What follows belongs to an exercise in optimizing a design on an open flow for small area and a short achievable clock period; a production flow would make more cautious choices. RTL that was checked went through simulation tests only; none was proved equivalent to the original. Power is estimated from default activity; no workload was simulated.

== build 51 ==
// mips
module mips(
    input  wire        clk, reset,
    output wire [31:0] pc,
    input  wire [31:0] instruction,
    output wire        mem_write,
    output wire [31:0] writeData,
    input  wire [31:0] readData,
    output wire [31:0] Result
);
Size: about 4,200 cells after synthesis, ~160 I/O pins.
clock: 10.0 ns
lec_check: 0
cap_margin: 20
core_margin: 2
core_utilization: 40
cts_cluster_diameter: 80
cts_cluster_size: 24
setup_slack_margin: 3.5
slew_margin: 20
synth_hierarchical: 1
synth_minimum_keep_size: 0
standard.sh (not shown) runs the stock make flow with config.mk's settings and CLKGATE_MAP_FILE= SYNTH_SCRIPT=/design/flow/synth_recipe.tcl, a recipe that flattens the netlist after the stock synthesis.
==> flow/flow/run.sh <==
#!/bin/bash
# The standard layout (standard synthesis unchanged), with two changes:
# the resizer may swap cells of any footprint, and ports get small buffers
# that the resizer upsizes where timing needs it. make's full output goes to make.log;
# every step's own log stays under orfs/logs.
set -euo pipefail
bash standard.sh MATCH_CELL_FOOTPRINT=0 \
    "BUFFER_PORTS_ARGS=-buffer_cell sky130_fd_sc_hd__buf_1" finish > make.log 2>&1
#### Input delta (build 76 over build 51)
Settings: SETUP_SLACK_MARGIN changed from 3.5 to 3.0.
==> run summary <==
Both conditions hold for build 76: the flow ran to the end and the final layout passed the timing, DRC and antenna checks.
Status: number of placed cells counting well taps parity (build 76, build 51)
Measured against each other, build 76 and build 51 differ in internal power, the lower figure coming from build 76.
Global-route usage: build 76 and build 51 compared, lower one is build 76
Looking at beginning of the critical path, the instruction[23] result is from build 76; the instruction[22] one comes from build 51.
The higher endpoint arrival time on the critical path came out of build 76.
Between build 51 and build 76, the maximum clock path buffer count figures differ only marginally.
Build 76 leaves less setup margin than build 51.
Looking at wire length across both flows, build 76 is the stronger of the two, with build 51 trailing.
The following lists how build 36 was set up differently from build 76:
Settings: SETUP_SLACK_MARGIN changed from 3.0 to 2.8.
==> comparison <==
- Summary: with build 76 as the reference, cell area in build 36 moved down slightly.
- Max routed wire length across build 76 and build 36: build 76
- Changes observed in build 36 relative to build 76: antenna cell count -1; utilization -0.57 points.
- Build 36 ended up with a lower fraction of standard cell area in multi-input logic than build 76 did.
- On build 36: worst path setup slack after routing is 70 ps lower than what build 76 gave.
- The estimated power of build 36 ends up lower than the estimate for build 76.
- Against build 76, final critical-path required period in build 36 came out worse.
- Re non-clock buffer count: build 76 and build 36 aren't equal, and the lower value belongs to build 36.
Function was not checked in any run of this note: the RTL went through the layout flow alone.

========
## red
mips, a different RTL version from the one above (not shown whole).
Size: roughly 4,300 cells after synthesis, ~51,000 um^2 of cells after synthesis.
Settings: LEC_CHECK=0, CAP_MARGIN=20, CORE_MARGIN=2, CORE_UTILIZATION=40, CTS_CLUSTER_DIAMETER=80, CTS_CLUSTER_SIZE=24, GPL_TIMING_DRIVEN=0, SETUP_SLACK_MARGIN=3.5, SLEW_MARGIN=20, SYNTH_HIERARCHICAL=1, SYNTH_MINIMUM_KEEP_SIZE=0; clock period 10.0 ns.
Scripts as last shown in full above: flow/flow/run.sh
red did not stop at any stage, and its layout met the timing, DRC and antenna checks.
Input changes introduced in blue (baseline for comparison: red):
# red
export LEC_CHECK = 0
export CAP_MARGIN = 20
export CORE_MARGIN = 2
export CORE_UTILIZATION = 40
export CTS_CLUSTER_DIAMETER = 80
export CTS_CLUSTER_SIZE = 24
export GPL_TIMING_DRIVEN = 0
export SETUP_SLACK_MARGIN = 3.5
export SLEW_MARGIN = 20
export SYNTH_HIERARCHICAL = 1
export SYNTH_MINIMUM_KEEP_SIZE = 0
create_clock -name core_clock -period 10.0 [get_ports {clk}]
# blue
export LEC_CHECK = 0
export CAP_MARGIN = 20
export CORE_MARGIN = 2
export CORE_UTILIZATION = 44
export CTS_CLUSTER_DIAMETER = 80
export CTS_CLUSTER_SIZE = 24
export SETUP_SLACK_MARGIN = 3.0
export SLEW_MARGIN = 20
export SYNTH_HIERARCHICAL = 1
export SYNTH_MINIMUM_KEEP_SIZE = 0
create_clock -name core_clock -period 10.0 [get_ports {clk}]
==> run summary <==
In the flow results for red and blue, the worst endpoint data arrival time is smaller on blue.
The cell area after layout reported for blue is smaller than that of red by 7.0%.
Setup slack in blue is larger than in red.
Summary of blue over red: worst hold slack decreased 52 ps, total length of routed met2 wires decreased 5.7%.
Input-level comparison between green and blue:
# blue
export LEC_CHECK = 0
export CAP_MARGIN = 20
export CORE_MARGIN = 2
export CORE_UTILIZATION = 44
export CTS_CLUSTER_DIAMETER = 80
export CTS_CLUSTER_SIZE = 24
export SETUP_SLACK_MARGIN = 3.0
export SLEW_MARGIN = 20
export SYNTH_HIERARCHICAL = 1
export SYNTH_MINIMUM_KEEP_SIZE = 0
create_clock -name core_clock -period 10.0 [get_ports {clk}]
# green
export LEC_CHECK = 0
export CAP_MARGIN = 20
export CORE_MARGIN = 2
export CORE_UTILIZATION = 40
export CTS_CLUSTER_DIAMETER = 70
export CTS_CLUSTER_SIZE = 32
export SETUP_SLACK_MARGIN = 3.5
export SLEW_MARGIN = 20
export SYNTH_HIERARCHICAL = 1
export SYNTH_MINIMUM_KEEP_SIZE = 0
create_clock -name core_clock -period 10.0 [get_ports {clk}]
## What came out
Taking blue as the reference point, the logic depth of the worst setup path including buffers of green falls by 2.
Start point of the critical path = instruction[21]: blue; start point of the critical path = instruction[25]: green
Compared with blue, in green clock network fraction of total power moved up, max-slew violation count roughly the same.

========
Another version of the RTL of mips (not shown whole).
Size in the first run: roughly 160 I/O pins, ~50000 um^2 of cells after synthesis.
Settings: LEC_CHECK=0, CAP_MARGIN=20, CORE_MARGIN=2, CORE_UTILIZATION=40, SETUP_SLACK_MARGIN=3.5, SLEW_MARGIN=20, SYNTH_HIERARCHICAL=1, SYNTH_MINIMUM_KEEP_SIZE=0; clock period 10.0 ns.
Scripts as last shown in full above: flow/flow/run.sh
The baseline finished clean.
Change:
CTS_CLUSTER_DIAMETER = 80   (was default)
CTS_CLUSTER_SIZE = 24   (was default)
Flip-flop and latch count stays the same.
Power fell by roughly a tenth.
Synthesized cell count is unchanged.
Wire length decreases slightly.

========
The RTL this note starts from:
==> flow/design.v <==
module ks32 #(parameter HAS_CIN = 0)
            (input wire [31:0] a, b, input wire cin, output wire [31:0] s, output wire co);
wire [31:0] x;
wire [31:0] g0, t0, g1, t1, g2, t2, g3, t3, g4, t4, g5;
genvar i;
generate
    for (i = 0; i < 32; i = i + 1) begin : l0
        c_xor2  ux (.a(a[i]), .b(b[i]), .y(x[i]));
        if (i == 0 && HAS_CIN) begin : gc
            c_majn ug (.a(a[i]), .b(b[i]), .c(cin), .y(g0[i]));
        end else begin : gg
            c_nand2 ug (.a(a[i]), .b(b[i]), .y(g0[i]));
        end
        c_nor2  ut (.a(a[i]), .b(b[i]), .y(t0[i]));
    end
    for (i = 0; i < 32; i = i + 1) begin : l1
        if (i < 1) begin : p
            c_inv ug (.a(g0[i]), .y(g1[i]));
        end else begin : c
            c_o21ai ug (.a1(t0[i]), .a2(g0[i-1]), .b1(g0[i]), .y(g1[i]));
            if (i >= 2) begin : tt
                c_nor2 ut (.a(t0[i]), .b(t0[i-1]), .y(t1[i]));
            end
        end
    end
    for (i = 0; i < 32; i = i + 1) begin : l2
        if (i < 2) begin : p
            c_inv ug (.a(g1[i]), .y(g2[i]));
        end else begin : c
            c_a21oi ug (.a1(t1[i]), .a2(g1[i-2]), .b1(g1[i]), .y(g2[i]));
            if (i >= 4) begin : tt
                c_nand2 ut (.a(t1[i]), .b(t1[i-2]), .y(t2[i]));
            end
        end
    end
    for (i = 0; i < 32; i = i + 1) begin : l3
        if (i < 4) begin : p
            c_inv ug (.a(g2[i]), .y(g3[i]));
        end else begin : c
            c_o21ai ug (.a1(t2[i]), .a2(g2[i-4]), .b1(g2[i]), .y(g3[i]));
            if (i >= 8) begin : tt
                c_nor2 ut (.a(t2[i]), .b(t2[i-4]), .y(t3[i]));
            end
        end
    end
    for (i = 0; i < 32; i = i + 1) begin : l4
        if (i < 8) begin : p
            c_inv ug (.a(g3[i]), .y(g4[i]));
        end else begin : c
            c_a21oi ug (.a1(t3[i]), .a2(g3[i-8]), .b1(g3[i]), .y(g4[i]));
            if (i >= 16) begin : tt
                c_nand2 ut (.a(t3[i]), .b(t3[i-8]), .y(t4[i]));
            end
        end
    end
    for (i = 0; i < 32; i = i + 1) begin : l5
        if (i < 16) begin : p
            c_inv ug (.a(g4[i]), .y(g5[i]));
        end else begin : c
            c_o21ai ug (.a1(t4[i]), .a2(g4[i-16]), .b1(g4[i]), .y(g5[i]));
        end
    end
    if (HAS_CIN) begin : s0c
        c_xor2 us (.a(x[0]), .b(cin), .y(s[0]));
    end else begin : s0
        assign s[0] = x[0];
    end
    assign co = g5[31];
    for (i = 1; i < 32; i = i + 1) begin : sm
        c_xor2 us (.a(x[i]), .b(g5[i-1]), .y(s[i]));
    end
endgenerate
endmodule
module eq32(input wire [31:0] a, b, output wire y);
assign y = (a == b);
endmodule
module mips(
    input  wire        clk, reset,
    output wire [31:0] pc,
    input  wire [31:0] instruction,
    output wire        mem_write,
    output wire [31:0] writeData,
    input  wire [31:0] readData,
    output wire [31:0] Result
);
wire [5:0]  op  = instruction[31:26];
wire [5:0]  fn  = instruction[5:0];
wire [4:0]  ra1 = instruction[25:21];
wire [4:0]  ra2 = instruction[20:16];
wire [4:0]  rd  = instruction[15:11];
wire [15:0] imm = instruction[15:0];
wire is_r    = ~op[5] & ~op[3] & ~op[2] & ~op[1];    
wire is_beq  = ~op[5] & ~op[3] &  op[2];             
wire is_j    = ~op[5] & ~op[3] & ~op[2] &  op[1];    
wire is_jal  = is_j & op[0];                         
wire is_lw   =  op[5] & ~op[3];                      
wire is_sw   =  op[5] &  op[3];                      
wire is_iop  = ~op[5] &  op[3];                      
wire is_addi = is_iop & ~op[2];                      
wire is_ori  = is_iop &  op[2] & ~op[1];             
wire is_lui  = is_iop &  op[1];                      
wire is_alur = is_r & fn[5];                         
wire is_jr   = is_r & ~fn[5];                        
reg  [31:0] rf [1:31];
wire [31:0] rs_v, rt_v, rs_a, rt_a;
wire [32*31-1:0] rf_flat;
genvar g;
generate
    for (g = 1; g < 32; g = g + 1) begin : flat
        assign rf_flat[32*(g-1) +: 32] = rf[g];
    end
endgenerate
rport p1 (.ra(ra1), .d(rf_flat), .y(rs_v), .ya(rs_a));
rport p2 (.ra(ra2), .d(rf_flat), .y(rt_v), .ya(rt_a));
integer i;
wire [31:0] immx = is_r ? 32'd4 : {{16{imm[15]}}, imm};
wire [31:0] addr;
wire        aco;
ks32 #(.HAS_CIN(0)) aadd (.a(rs_a), .b(immx), .cin(1'b0), .s(addr), .co(aco));
wire        sub  = fn[1];                            
wire [31:0] bx   = rt_v ^ {32{sub}};
wire [31:0] sum;
wire        cout, pall;
ks32 #(.HAS_CIN(1)) add (.a(rs_v), .b(bx), .cin(sub), .s(sum), .co(cout));
eq32 cmp (.a(rs_v), .b(rt_v), .y(pall));
wire        ltu  = ~cout;
wire [31:0] lb  = is_ori ? {16'd0, imm} : rt_v;
wire s_sum  = is_alur & ~fn[2] & ~fn[3];            
wire s_and  = is_alur & fn[2] & ~fn[0];
wire s_or   = (is_alur & fn[2] & fn[0]) | is_ori;
wire s_slt  = is_alur & fn[3];
wire [31:0] wd = (addr & {32{is_addi}})
               | (sum & {32{s_sum}})
               | ((rs_v & rt_v) & {32{s_and}})
               | ((rs_v | lb) & {32{s_or}})
               | {31'd0, ltu & s_slt}
               | ({imm, 16'd0} & {32{is_lui}})
               | (readData & {32{is_lw}})
               | (pc & {32{is_jal}});
wire       we = is_alur | is_iop | is_lw | is_jal;
wire [4:0] wa = is_jal ? 5'd31 : is_r ? rd : ra2;
always @(posedge clk)
    for (i = 1; i < 32; i = i + 1)
        if (we && wa == i) rf[i] <= wd;
reg  [31:0] pc_q;
wire [29:0] pc4   = pc_q[31:2] + 30'd1;
wire [29:0] pcbr  = pc4 + {{14{imm[15]}}, imm};
wire        taken = is_beq & pall;
wire [31:0] pc_next = is_j  ? {pc4[29:26], instruction[25:0], 2'b00}
                    : is_jr ? addr
                    : taken ? {pcbr, 2'b00}
                    :         {pc4, 2'b00};
always @(posedge clk, posedge reset)
    if (reset) pc_q <= 32'd0;
    else       pc_q <= pc_next;
assign pc        = pc_q;
assign mem_write = is_sw;
assign writeData = rt_a;
assign Result    = addr;
endmodule
module c_inv   (input wire a, output wire y); assign y = ~a; endmodule
module c_nand2 (input wire a, b, output wire y); assign y = ~(a & b); endmodule
module c_nand3 (input wire a, b, c, output wire y); assign y = ~(a & b & c); endmodule
module c_nand4 (input wire a, b, c, d, output wire y); assign y = ~(a & b & c & d); endmodule
module c_nor2  (input wire a, b, output wire y); assign y = ~(a | b); endmodule
module c_xor2  (input wire a, b, output wire y); assign y = a ^ b; endmodule
module c_a22oi (input wire a1, a2, b1, b2, output wire y); assign y = ~((a1 & a2) | (b1 & b2)); endmodule
module c_a21oi (input wire a1, a2, b1, output wire y); assign y = ~((a1 & a2) | b1); endmodule
module c_o21ai (input wire a1, a2, b1, output wire y); assign y = ~((a1 | a2) & b1); endmodule
module c_majn  (input wire a, b, c, output wire y); assign y = ~((a & b) | (c & (a | b))); endmodule
module rport(input wire [4:0] ra, input wire [32*31-1:0] d, output wire [31:0] y, ya);
wire [4:0] ran;
wire [3:0] lo_n;
wire [7:0] hi_n;
wire [31:1] sel, selh;
genvar i, k;
generate
    for (i = 0; i < 5; i = i + 1) begin : iv
        c_inv u (.a(ra[i]), .y(ran[i]));
    end
    for (i = 0; i < 4; i = i + 1) begin : lo
        c_nand2 u (.a(i[0] ? ra[0] : ran[0]), .b(i[1] ? ra[1] : ran[1]), .y(lo_n[i]));
    end
    for (i = 0; i < 8; i = i + 1) begin : hi
        c_nand3 u (.a(i[0] ? ra[2] : ran[2]), .b(i[1] ? ra[3] : ran[3]),
                   .c(i[2] ? ra[4] : ran[4]), .y(hi_n[i]));
    end
    for (i = 1; i < 32; i = i + 1) begin : sl
        c_nor2 ul (.a(lo_n[i % 4]), .b(hi_n[i / 4]), .y(sel[i]));
        c_nor2 uh (.a(lo_n[i % 4]), .b(hi_n[i / 4]), .y(selh[i]));
    end
    for (k = 0; k < 32; k = k + 1) begin : bt
        wire [3:0]  q;    
        wire [1:0]  r;    
        for (i = 0; i < 3; i = i + 1) begin : g8
            aor8 u (.d({d[32*(8*i+7)+k], d[32*(8*i+6)+k], d[32*(8*i+5)+k], d[32*(8*i+4)+k],
                        d[32*(8*i+3)+k], d[32*(8*i+2)+k], d[32*(8*i+1)+k], d[32*(8*i)+k]}),
                    .s(k < 16 ? sel[8*i+8:8*i+1] : selh[8*i+8:8*i+1]), .y(q[i]));
        end
        aor7 u3 (.d({d[32*30+k], d[32*29+k], d[32*28+k], d[32*27+k], d[32*26+k], d[32*25+k], d[32*24+k]}),
                 .s(k < 16 ? sel[31:25] : selh[31:25]), .y(q[3]));
        c_nor2  u16a (.a(q[0]), .b(q[1]), .y(r[0]));
        c_nor2  u16b (.a(q[2]), .b(q[3]), .y(r[1]));
        c_nand2 uo   (.a(r[0]), .b(r[1]), .y(y[k]));
        c_nand2 uoa  (.a(r[0]), .b(r[1]), .y(ya[k]));
    end
endgenerate
endmodule
module aor8(input wire [7:0] d, s, output wire y);
assign y = |(d & s);
endmodule
module aor7(input wire [6:0] d, s, output wire y);
assign y = |(d & s);
endmodule
clock: 10.0 ns
lec_check: 0
cap_margin: 20
core_margin: 2
core_utilization: 40
cts_cluster_diameter: 80
cts_cluster_size: 24
setup_slack_margin: 3.0
slew_margin: 20
synth_hierarchical: 1
synth_minimum_keep_size: 0
Scripts as last shown in full above: flow/flow/run.sh
Rerun with:
Settings changed: CORE_UTILIZATION 40 to 48, SETUP_SLACK_MARGIN 3.0 to 3.5.
The new run completed without violations.
Clock-buffer cell count climbs by 4.
Core utilization came out higher by 10 points.
Via count decreases by 0.68%.
Global-route usage rises by 5.5 points.
Cell count shrinks by 4.0%.
Area after synthesis is unchanged.
Rerun with:
Settings changed: CORE_UTILIZATION 48 to 40, TNS_END_PERCENT set to 30.
Area after synthesis does not change.
Power is higher by 1.2%.
Register-to-register slack is worse by 0.27 ns.
Critical path depth is unchanged.
Global-route usage went down by 4.9 points.
Non-clock buffer count grows by 44.
Wire length climbs by 3.6%.
Hold slack improves by 0.075 ns.
Via count is higher by 1.6%.
Maximum frequency grows by 1.4%.
Rerun with:
Settings changed: SETUP_SLACK_MARGIN 3.5 to 2.6, TNS_END_PERCENT 30 to unset.
Power falls by 3.1%.
Register-to-register slack loses 0.10 ns.
Worst setup slack degrades by 0.31 ns.
Clock skew drops by 0.012 ns.
Sequential power is about the same.
Flip-flop and latch count stays the same.
Rerun with:
Settings changed: SETUP_SLACK_MARGIN 2.6 to 3.5.
What happened:
- setup slack improved by 0.30 ns
- via count rose by about 2.2%
- clock skew came out higher by 0.016 ns
- total power climbs by about 3.3%
- area after synthesis does not change
- non-clock buffer count rises by 105
- maximum frequency rose by about 4%
- sequential power barely changes
- wire length climbs by about 2.8%
Rerun with:
Settings changed: SETUP_SLACK_MARGIN 3.5 to 4.2.
Final cell count climbs by about 3.6%.
Via count rose by about 3.5%.
Core utilization grows by 3.9 points.
Worst setup slack degrades by 0.12 ns.
Clock skew came out lower by 0.045 ns.
Combinational power goes up by about 14%.

## what the ideal ports hide
Ports are ideal in the flow. The routed layouts listed here were re-timed in OpenROAD.
Step 1 sets driving cells, clkbuf_16 on the clock port and buf_2 on the other inputs (assumed; they add their load-dependent delay and slew).
Step 2 also shifts input and output timing later by t, the mid clock arrival at the registers, as if the neighbouring blocks saw the same clock.
Slacks: ideal ports / drivers / drivers and shift; pairs: ideal ports / drivers.
| run | t (ns) | setup slack, ns | worst setup path at the end | clock arrival spread, ns | cell pins on the clock port's net |
|---|---|---|---|---|---|
| build 51 | 0.739 | 2.727 / 2.633 / 2.633 | input to output | 0.039 / 0.040 | 1 |
| build 76 | 0.744 | 2.639 / 2.612 / 2.377 | input to register | 0.032 / 0.033 | 1 |
| build 36 | 0.738 | 2.569 / 2.543 / 2.161 | input to register | 0.044 / 0.045 | 1 |
| red | 0.774 | 2.677 / 2.583 / 2.524 | input to register | 0.057 / 0.057 | 1 |
| blue | 0.763 | 2.790 / 2.723 / 2.319 | input to register | 0.038 / 0.038 | 1 |
| green | 0.767 | 2.798 / 2.746 / 2.746 | input to output | 0.104 / 0.104 | 1 |
| the first run of note 3 | 0.811 | 2.825 / 2.750 / 2.681 | input to register | 0.040 / 0.039 | 1 |
| the second run of note 3 | 0.770 | 2.798 / 2.739 / 2.739 | input to output | 0.069 / 0.069 | 1 |
| the first run of note 4 | 0.785 | 2.808 / 2.723 / 2.226 | input to register | 0.074 / 0.075 | 1 |
| the second run of note 4 | 0.770 | 2.744 / 2.695 / 2.695 | input to output | 0.045 / 0.045 | 1 |
| the third run of note 4 | 0.798 | 2.843 / 2.775 / 2.775 | input to output | 0.092 / 0.092 | 1 |
| the fourth run of note 4 | 0.785 | 2.531 / 2.509 / 1.990 | input to register | 0.080 / 0.079 | 1 |
| the fifth run of note 4 | 0.798 | 2.832 / 2.763 / 2.763 | input to output | 0.096 / 0.096 | 1 |
| the sixth run of note 4 | 0.790 | 2.712 / 2.656 / 2.656 | input to output | 0.051 / 0.051 | 1 |
After both steps setup and hold are still met in every run listed. The setup slack of the first run of note 4, which loses most, moves by -0.085 ns with the drivers and by -0.582 ns with both steps.
